Source: an optimization exercise on an open RTL-to-GDS flow (aim: small area and a short achievable clock period). Production flows keep margins and buffers that such runs may drop. Only simulation tests tie the RTL to the original design; equivalence was not proved. No activity file was given, so power comes from the tool's default toggle rates.

// CPU
module CPU(input clk,rst,
           output [11:0] imem_addr, input [18:0] imem_data,
           output [7:0] dmem_addr, dmem_wdata, output dmem_we, dmem_re, input [7:0] dmem_rdata);
  wire [18:0] ins = imem_data;
  logic [11:0] pc;
  logic z, c;
  logic [7:0][7:0] R;           
  logic [7:0][11:0] stk;        
  logic [2:0] sp;               
  logic [3:0] cnt;              
  wire is_alu  = ~ins[18];                            
  wire is_ld   = ins[18:14] == 5'b10000;
  wire is_st   = ins[18:14] == 5'b10001;
  wire is_sh   = ins[18:16] == 3'b110;
  wire is_br   = ins[18:16] == 3'b101;
  wire is_jmp  = ins[18:15] == 4'b1110;               
  wire is_call = ins[18:14] == 5'b11101;
  wire is_ret  = ins[18:13] == 6'b111100;
  wire wr_reg  = is_alu | is_ld | is_sh;
  wire ld_fl   = is_alu | is_sh;
  wire [7:0] imm = ins[7:0];
  wire [2:0] ra = ins[10:8];
  wire [2:0] rb = ins[18] ? ins[13:11] : ins[7:5];
  logic [7:0] a, rbv;
  always_comb begin
    a = 8'd0;
    rbv = 8'd0;
    for (int i = 0; i < 8; i++) begin
      a = a | (R[i] & {8{ra == i}});
      rbv = rbv | (R[i] & {8{rb == i}});
    end
  end
  agu agu0(.a(a), .b(imm), .s(dmem_addr));
  assign dmem_wdata = rbv;
  assign dmem_we    = ~rst & is_st;
  assign dmem_re    = ~rst & is_ld;
  assign imem_addr  = pc;
  ...
==> flow/config.mk <==
export PLATFORM = sky130hd
export DESIGN_NAME = CPU
export DESIGN_NICKNAME = CPU
export VERILOG_FILES = /design/flow/design.v
export SDC_FILE = /design/flow/constraint.sdc
export NUM_CORES = 4
export LEC_CHECK = 0
export CAP_MARGIN = 5
export CORE_MARGIN = 2
export CORE_UTILIZATION = 60
export CTS_BUF_LIST = sky130_fd_sc_hd__clkbuf_8
export SETUP_SLACK_MARGIN = 2.8
export SLEW_MARGIN = 5
==> flow/constraint.sdc <==
create_clock -name core_clock -period 7.5 [get_ports {clk}]
set_input_delay 1.5000 -clock core_clock [delete_from_list [all_inputs] [get_ports {clk}]]
set_output_delay 1.5000 -clock core_clock [all_outputs]
set_load 0.01 [all_outputs]
standard.sh (not shown) runs the stock make flow with config.mk's settings and CLKGATE_MAP_FILE= SYNTH_SCRIPT=/design/flow/synth_recipe.tcl, a recipe that flattens the netlist after the stock synthesis.
==> flow/flow/run.sh <==
#!/bin/bash
# Own layout flow: the standard ORFS flow with changes to synthesis (no
# full/half-adder extraction; abc maps the top module for area and the
# modules in KEEP for speed) and plain buffers on the ports. Each step's
# output goes to a log of its own in this folder.
set -euo pipefail
HERE=$(pwd)
FL=$HERE/flow
KEEP=$(cat "$FL/keep_modules.txt")

# synthesis script: the standard flow's, sourcing ORFS's synth.tcl with the abc call
# replaced by flow/abc_step.tcl
sed "s#@FL@#$FL#g" "$FL/abc_step.tcl" > "$HERE/own_abc_step.tcl"
sed "s#log_cmd abc {\\*}\$abc_args#source $HERE/own_abc_step.tcl#" \
  "$FLOW_HOME/scripts/synth.tcl" > "$HERE/own_synth_core.tcl"
grep -q 'own_abc_step' "$HERE/own_synth_core.tcl"
sed "s#source \$::env(SCRIPTS_DIR)/synth.tcl#source $HERE/own_synth_core.tcl#" \
  "$HERE/synth_recipe.tcl" > "$HERE/own_synth.tcl"
grep -q own_synth_core "$HERE/own_synth.tcl"

bash standard.sh SYNTH_SCRIPT="$HERE/own_synth.tcl" ADDER_MAP_FILE= SYNTH_OPERATIONS_ARGS=" " \
  SYNTH_KEEP_MODULES="$KEEP" synth > "$HERE/synth.log" 2>&1

EXTRA=()
if [[ -f $FL/extra.mk ]]; then
  while read -r l; do [[ -n $l && $l != \#* ]] && EXTRA+=("$l"); done < "$FL/extra.mk"
fi
bash standard.sh "${EXTRA[@]}" finish > "$HERE/layout.log" 2>&1
==> flow/flow/abc_step.tcl <==
# abc mapping: the modules kept apart (SYNTH_KEEP_MODULES) for speed, the
# top module for area. @FL@ is replaced by the flow folder.
set own_rest [lrange $abc_args 2 end]
foreach own_m $::env(SYNTH_KEEP_MODULES) {
  log_cmd abc -script @FL@/fast.abc {*}$own_rest $own_m
}
log_cmd abc -script @FL@/synth.abc {*}$own_rest $::env(DESIGN_NAME)
==> flow/flow/extra.mk <==
# make variables for the layout steps, one per line
BUFFER_PORTS_ARGS=-buffer_cell sky130_fd_sc_hd__buf_1
==> flow/flow/fast.abc <==
strash
dch
map -D 700
topo
buffer -c
upsize -c -D 700
dnsize -c -D 700
==> flow/flow/keep_modules.txt <==
agu
==> flow/flow/synth.abc <==
strash
dch
map -D 3500
topo
buffer -c
upsize -c -D 3500
dnsize -c -D 3500
The first run finished with timing, DRC and antenna clean.
Then changed:
==> flow/flow/extra.mk (replaced) <==
# make variables for the layout steps, one per line
BUFFER_PORTS_ARGS=-buffer_cell sky130_fd_sc_hd__buf_1
CTS_ARGS=-sink_clustering_enable -repair_clock_nets -buf_list sky130_fd_sc_hd__clkbuf_8 -dont_use_dummy_load
==> flow/flow/synth.abc (replaced) <==
strash
dch
map -D 3500
strash
dch
map -D 3500
topo
buffer -c
upsize -c -D 3500
dnsize -c -D 3500
Settings changed: SETUP_SLACK_MARGIN 2.8 to 2.5.
Non-clock buffer count shrinks by 6.
Flip-flop and latch count stays the same.
Clock-buffer cell count does not change.
Wire length grows slightly.
Cell count shrinks by a few percent.
First-iteration DRC count grows by well over a third.
Register-to-register slack gets worse by 120 ps.
Then changed:
==> flow/flow/extra.mk (replaced) <==
# make variables for the layout steps, one per line
BUFFER_PORTS_ARGS=-buffer_cell sky130_fd_sc_hd__buf_2
==> flow/flow/synth.abc (replaced) <==
strash
dch
map -D 3500
topo
buffer -c
upsize -c -D 3500
dnsize -c -D 3500
Settings changed: CAP_MARGIN 5 to 20, SETUP_SLACK_MARGIN 2.5 to 3.0, SLEW_MARGIN 5 to 20.
Outcome: The changed run completed with no timing, DRC or antenna violations. Total power climbs by 15%. Utilization climbs by 5.2 points. Sequential share of layout area drops by 4.0 points. Clock power climbs by 28%. Flip-flop and latch count stays the same. Maximum frequency is about the same. Global-route usage stays flat. Via count climbs by 4.3%.
Then changed:
==> flow/flow/extra.mk (replaced) <==
# make variables for the layout steps, one per line
BUFFER_PORTS_ARGS=-buffer_cell sky130_fd_sc_hd__buf_1
CTS_ARGS=-sink_clustering_enable -repair_clock_nets -buf_list sky130_fd_sc_hd__clkbuf_8 -dont_use_dummy_load
==> flow/flow/synth.abc (replaced) <==
strash
dch
map -D 4500
topo
buffer -c
upsize -c -D 4500
dnsize -c -D 4500
Settings changed: CAP_MARGIN 20 to 5, SETUP_SLACK_MARGIN 3.0 to 2.5, SLEW_MARGIN 20 to 5.
After rerunning:
- The changed run ran to the end with no violations
- power shrinks by about 11%
- count of clock-buffer cells in the layout is unchanged
- die area shrinks by 0.67%
- via count shrinks by about 8%
- cell count shrinks by 4.4%
- cell area shrinks by about 11%
- setup slack gains 12 ps
- core utilization shrinks by 8.5 points


The RTL this note starts from:
==> flow/design.v <==
`timescale 1ns/1ns
module agu(input [7:0] a, b, output logic [7:0] s);
  logic [7:0] g [0:3];
  logic [7:0] p [0:3];
  always_comb begin
    g[0] = a & b;
    p[0] = a ^ b;
    for (int l = 0; l < 3; l++)
      for (int i = 0; i < 8; i++)
        if (i >= (1 << l)) begin
          g[l+1][i] = g[l][i] | (p[l][i] & g[l][i - (1 << l)]);
          p[l+1][i] = p[l][i] & p[l][i - (1 << l)];
        end else begin
          g[l+1][i] = g[l][i];
          p[l+1][i] = p[l][i];
        end
    s[0] = p[0][0];
    for (int i = 1; i < 8; i++) s[i] = p[0][i] ^ g[3][i-1];
  end
endmodule
`timescale 1ns/1ns
module CPU(input clk,rst,
           output [11:0] imem_addr, input [18:0] imem_data,
           output [7:0] dmem_addr, dmem_wdata, output dmem_we, dmem_re, input [7:0] dmem_rdata);
  wire [18:0] ins = imem_data;
  logic [11:0] pc;
  logic z, c;
  logic [7:0][7:0] R;           
  logic [7:0][11:0] stk;        
  logic [2:0] sp;               
  logic [3:0] cnt;              
  wire is_alu  = ~ins[18];                            
  wire is_ld   = ins[18:14] == 5'b10000;
  wire is_st   = ins[18:14] == 5'b10001;
  wire is_sh   = ins[18:16] == 3'b110;
  wire is_br   = ins[18:16] == 3'b101;
  wire is_jmp  = ins[18:15] == 4'b1110;               
  wire is_call = ins[18:14] == 5'b11101;
  wire is_ret  = ins[18:13] == 6'b111100;
  wire wr_reg  = is_alu | is_ld | is_sh;
  wire ld_fl   = is_alu | is_sh;
  wire [7:0] imm = ins[7:0];
  wire [2:0] ra = ins[10:8];
  wire [2:0] rb = ins[18] ? ins[13:11] : ins[7:5];
  logic [7:0] a, rbv;
  always_comb begin
    a = 8'd0;
    rbv = 8'd0;
    for (int i = 0; i < 8; i++) begin
      a = a | (R[i] & {8{ra == i}});
      rbv = rbv | (R[i] & {8{rb == i}});
    end
  end
  agu agu0(.a(a), .b(imm), .s(dmem_addr));
  assign dmem_wdata = rbv;
  assign dmem_we    = ~rst & is_st;
  assign dmem_re    = ~rst & is_ld;
  assign imem_addr  = pc;
  wire [2:0] fn = ins[16:14];
  wire [7:0] b = ins[17] ? imm : rbv;
  wire sub = fn[1] & ~fn[2];
  wire y = sub & fn[0] & c;                     
  wire ci = sub | (fn[0] & c);
  logic [7:0] ay;                               
  logic ya;
  always_comb begin
    logic t;
    t = y;
    for (int i = 0; i < 8; i++) begin
      ay[i] = a[i] ^ t;
      t = t & a[i];
    end
    ya = t;
  end
  wire [7:0] bb = sub ? ~b : b;
  wire [8:0] sum9 = {1'b0, ay} + {1'b0, bb} + {8'd0, ci};
  wire c8 = sum9[8] ^ ya ^ sub;                 
  wire [7:0] pp = ay ^ bb;
  wire [7:0] gg = ay & bb;
  wire [7:0] oo = ay | bb;
  logic [7:0] lg;
  always_comb begin
    case (fn[1:0])
      2'b00: lg = gg;
      2'b01: lg = oo;
      2'b10: lg = pp;
      default: lg = ~gg;
    endcase
  end
  wire zsum = (pp[0] == ci) & (pp[7:1] == oo[6:0]);
  wire [7:0] alures = fn[2] ? lg : sum9[7:0];
  wire aluc = ~fn[2] & c8;
  wire aluz = fn[2] ? (lg == 8'd0) : zsum;
  wire [2:0] s = ins[7:5];
  wire [1:0] fn2 = ins[15:14];
  wire right = fn2[0];
  wire [2:0] amt = right ? (3'd0 - s) : s;            
  wire [15:0] dd = {a, a} << amt;
  wire [7:0] rot = dd[15:8];
  wire [7:0] lmask = 8'hff << s;
  wire [7:0] rmask = 8'hff >> s;
  wire [7:0] shres = fn2[1] ? rot : (rot & (right ? rmask : lmask));
  wire shc = ~fn2[1] & (s != 3'd0) & (right ? rot[7] : rot[0]);
  wire [7:0] res = is_sh ? shres : alures;
  wire nc = is_sh ? shc : aluc;
  wire nz = is_sh ? (shres == 8'd0) : aluz;
  wire [7:0] wd = is_ld ? dmem_rdata : res;
  logic [7:0] spd;
  wire live = cnt != 4'd0;
  always_comb for (int i = 0; i < 8; i++) spd[i] = (sp == i);
  logic [11:0] top;
  always_comb begin
    top = 12'd0;
    for (int i = 0; i < 8; i++) top = top | (stk[i] & {12{spd[i] & live}});
  end
  wire cond = (ins[15] ? c : z) ^ ins[14];
  wire taken = is_br & cond;
  wire [11:0] pcn = pc + ({{4{imm[7]}}, imm} & {12{taken}}) + 12'd1;
  logic [11:0] npc;
  always_comb begin
    if (is_jmp)         npc = ins[11:0];
    else if (is_ret)    npc = top;
    else                npc = pcn;
  end
  always_ff @(posedge clk, posedge rst) begin
    if (rst) begin
      pc <= 12'd0;
      z <= 1'b0;
      c <= 1'b0;
      R <= '0;
      sp <= 3'd0;
      cnt <= 4'd0;
    end else begin
      pc <= npc;
      if (ld_fl) begin
        z <= nz;
        c <= nc;
      end
      for (int i = 0; i < 8; i++)
        if (wr_reg && ins[13:11] == i) R[i] <= wd;
      if (is_call) begin
        sp <= sp + 3'd1;
        if (cnt != 4'd8) cnt <= cnt + 4'd1;
      end else if (is_ret) begin
        sp <= sp - 3'd1;
        if (cnt != 4'd0) cnt <= cnt - 4'd1;
      end
    end
  end
  always_ff @(posedge clk)
    for (int i = 0; i < 8; i++)
      if (is_call & spd[(i + 7) % 8]) stk[i] <= pcn;
endmodule
clock: 7.5 ns
lec_check: 0
cap_margin: 5
core_margin: 2
core_utilization: 60
cts_buf_list: sky130_fd_sc_hd__clkbuf_8
cts_cluster_diameter: 100
cts_cluster_size: 30
setup_slack_margin: 2.5
slew_margin: 5
==> flow/flow/extra.mk <==
# make variables for the layout steps, one per line
BUFFER_PORTS_ARGS=-buffer_cell sky130_fd_sc_hd__buf_1
==> flow/flow/synth.abc <==
strash
dch
map -D 3500
topo
buffer -c
upsize -c -D 3500
dnsize -c -D 3500
Scripts as last shown in full above: flow/flow/run.sh, flow/flow/abc_step.tcl, flow/flow/fast.abc, flow/flow/keep_modules.txt
The baseline finished clean.
Next try:
==> flow/flow/extra.mk (replaced) <==
# make variables for the layout steps, one per line
BUFFER_PORTS_ARGS=-buffer_cell sky130_fd_sc_hd__buf_1
CTS_ARGS=-sink_clustering_enable -repair_clock_nets -buf_list sky130_fd_sc_hd__clkbuf_8 -dont_use_dummy_load
--- a/flow/config.mk
+++ b/flow/config.mk
@@ -8,8 +8,6 @@
 export CAP_MARGIN = 5
 export CORE_MARGIN = 2
-export CORE_UTILIZATION = 60
+export CORE_UTILIZATION = 67
 export CTS_BUF_LIST = sky130_fd_sc_hd__clkbuf_8
-export CTS_CLUSTER_DIAMETER = 100
-export CTS_CLUSTER_SIZE = 30
 export SETUP_SLACK_MARGIN = 2.5
 export SLEW_MARGIN = 5
Power decreases by 6.5%.
Routed wire length increases by 2.1%.
Hold slack is better by 0.0098 ns.
Non-clock buffer count increases by 3.
Die area decreases by 10%.
Maximum frequency decreases by 2.6%.
Clock skew increases by 0.0084 ns.
Final area decreases by 1.6%.
Clock power decreases by 35%.
Worst setup slack is worse by 0.13 ns.


Starts from the design.v that is shown in full above.
==> flow/config.mk <==
export PLATFORM = sky130hd
export DESIGN_NAME = CPU
export DESIGN_NICKNAME = CPU
export VERILOG_FILES = /design/flow/design.v
export SDC_FILE = /design/flow/constraint.sdc
export NUM_CORES = 4
export LEC_CHECK = 0
export CAP_MARGIN = 5
export CORE_MARGIN = 2
export CORE_UTILIZATION = 60
export CTS_BUF_LIST = sky130_fd_sc_hd__clkbuf_8
export GPL_TIMING_DRIVEN = 0
export SETUP_SLACK_MARGIN = 2.5
export SLEW_MARGIN = 5
==> flow/constraint.sdc <==
create_clock -name core_clock -period 7.5 [get_ports {clk}]
set_input_delay 1.5000 -clock core_clock [delete_from_list [all_inputs] [get_ports {clk}]]
set_output_delay 1.5000 -clock core_clock [all_outputs]
set_load 0.01 [all_outputs]
==> flow/flow/extra.mk <==
# make variables for the layout steps, one per line
BUFFER_PORTS_ARGS=-buffer_cell sky130_fd_sc_hd__buf_1
CTS_ARGS=-sink_clustering_enable -repair_clock_nets -buf_list sky130_fd_sc_hd__clkbuf_8 -dont_use_dummy_load
Scripts as last shown in full above: flow/flow/run.sh, flow/flow/abc_step.tcl, flow/flow/fast.abc, flow/flow/keep_modules.txt, flow/flow/synth.abc
The baseline ran to the end with no violations.
Next try:
==> flow/flow/extra.mk (replaced) <==
# make variables for the layout steps, one per line
BUFFER_PORTS_ARGS=-buffer_cell sky130_fd_sc_hd__buf_1
CTS_ARGS=-sink_clustering_enable -repair_clock_nets -buf_list {sky130_fd_sc_hd__clkbuf_4 sky130_fd_sc_hd__clkbuf_8} -dont_use_dummy_load
- GPL_TIMING_DRIVEN: 0 -> default
Outcome: Maximum frequency climbs by a few percent; final cell count decreases slightly; die area stays the same; worst hold slack improves by 8.6 ps; power came out lower by a few percent; synthesized cell count is unchanged.
Next try:
==> flow/flow/extra.mk (replaced) <==
# make variables for the layout steps, one per line
BUFFER_PORTS_ARGS=-buffer_cell sky130_fd_sc_hd__buf_1
- SETUP_SLACK_MARGIN: 2.5 -> 3.0
- TNS_END_PERCENT: default -> 0
What happened: The new run produced a clean layout. Fmax is about the same. Setup slack gets better by 13 ps. Area after synthesis does not change. Die area is unchanged. Cell area came out higher by 4.1%.
Next try:
--- a/flow/flow/extra.mk
+++ b/flow/flow/extra.mk
@@ -2,0 +3,2 @@
+CTS_ARGS=-sink_clustering_enable -repair_clock_nets -buf_list sky130_fd_sc_hd__clkbuf_8 -dont_use_dummy_load
+SKIP_GATE_CLONING=1
- SETUP_SLACK_MARGIN: 3.0 -> 2.5
- TNS_END_PERCENT: 0 -> default
Result:
- non-clock buffer count came out lower by 9
- synthesized cell count stays the same
- clock power came out lower by about a fifth
- combinational power came out lower by a few percent
- worst setup slack loses 13 ps
- design area came out lower by a few percent
- flip-flop and latch count does not change
- first-iteration DRC count came out higher by about a fifth
- final cell count came out lower slightly

afterwards: timing with drivers on the ports:
The flow's constraints put no driver on any port. The routed layouts listed below were extracted and timed again, unchanged, in two steps. Step 1 sets driving cells, clkbuf_16 on the clock port and buf_2 on the other inputs (assumed; they add their load-dependent delay and slew). Step 2 adds t to the input delays and takes it off the output delays; t is the mean of the earliest and latest rising clock arrival at the registers after step 1. Input paths then give back, and output paths get back, about the clock's delay inside the block. a / b / c = ideal / step 1 / step 2; a / b = the first two.
| run | shift t [ns] | setup slack, ns | worst data-port slew with drivers (ns) |
|---|---|---|---|
| the first run of note 1 | 0.493 | 2.579 / 2.525 / 2.282 | 0.07 |
| the second run of note 1 | 0.502 | 2.489 / 2.502 / 2.000 | 0.05 |
| the third run of note 1 | 0.495 | 2.478 / 2.421 / 2.295 | 0.08 |
| the fourth run of note 1 | 0.489 | 2.490 / 2.458 / 2.069 | 0.06 |
| the first run of note 2 | 0.503 | 2.589 / 2.523 / 2.189 | 0.07 |
| the second run of note 2 | 0.490 | 2.459 / 2.390 / 2.027 | 0.07 |
| the first run of note 3 | 0.495 | 2.398 / 2.373 / 1.878 | 0.08 |
| the second run of note 3 | 0.495 | 2.599 / 2.549 / 2.237 | 0.07 |
| the third run of note 3 | 0.494 | 2.612 / 2.565 / 2.239 | 0.06 |
| the fourth run of note 3 | 0.495 | 2.599 / 2.549 / 2.237 | 0.07 |
After both steps setup and hold are still met in every run listed. For the first run of note 3, which loses most, drivers alone change the setup slack by -0.025 ns; drivers and shift together by -0.520 ns.
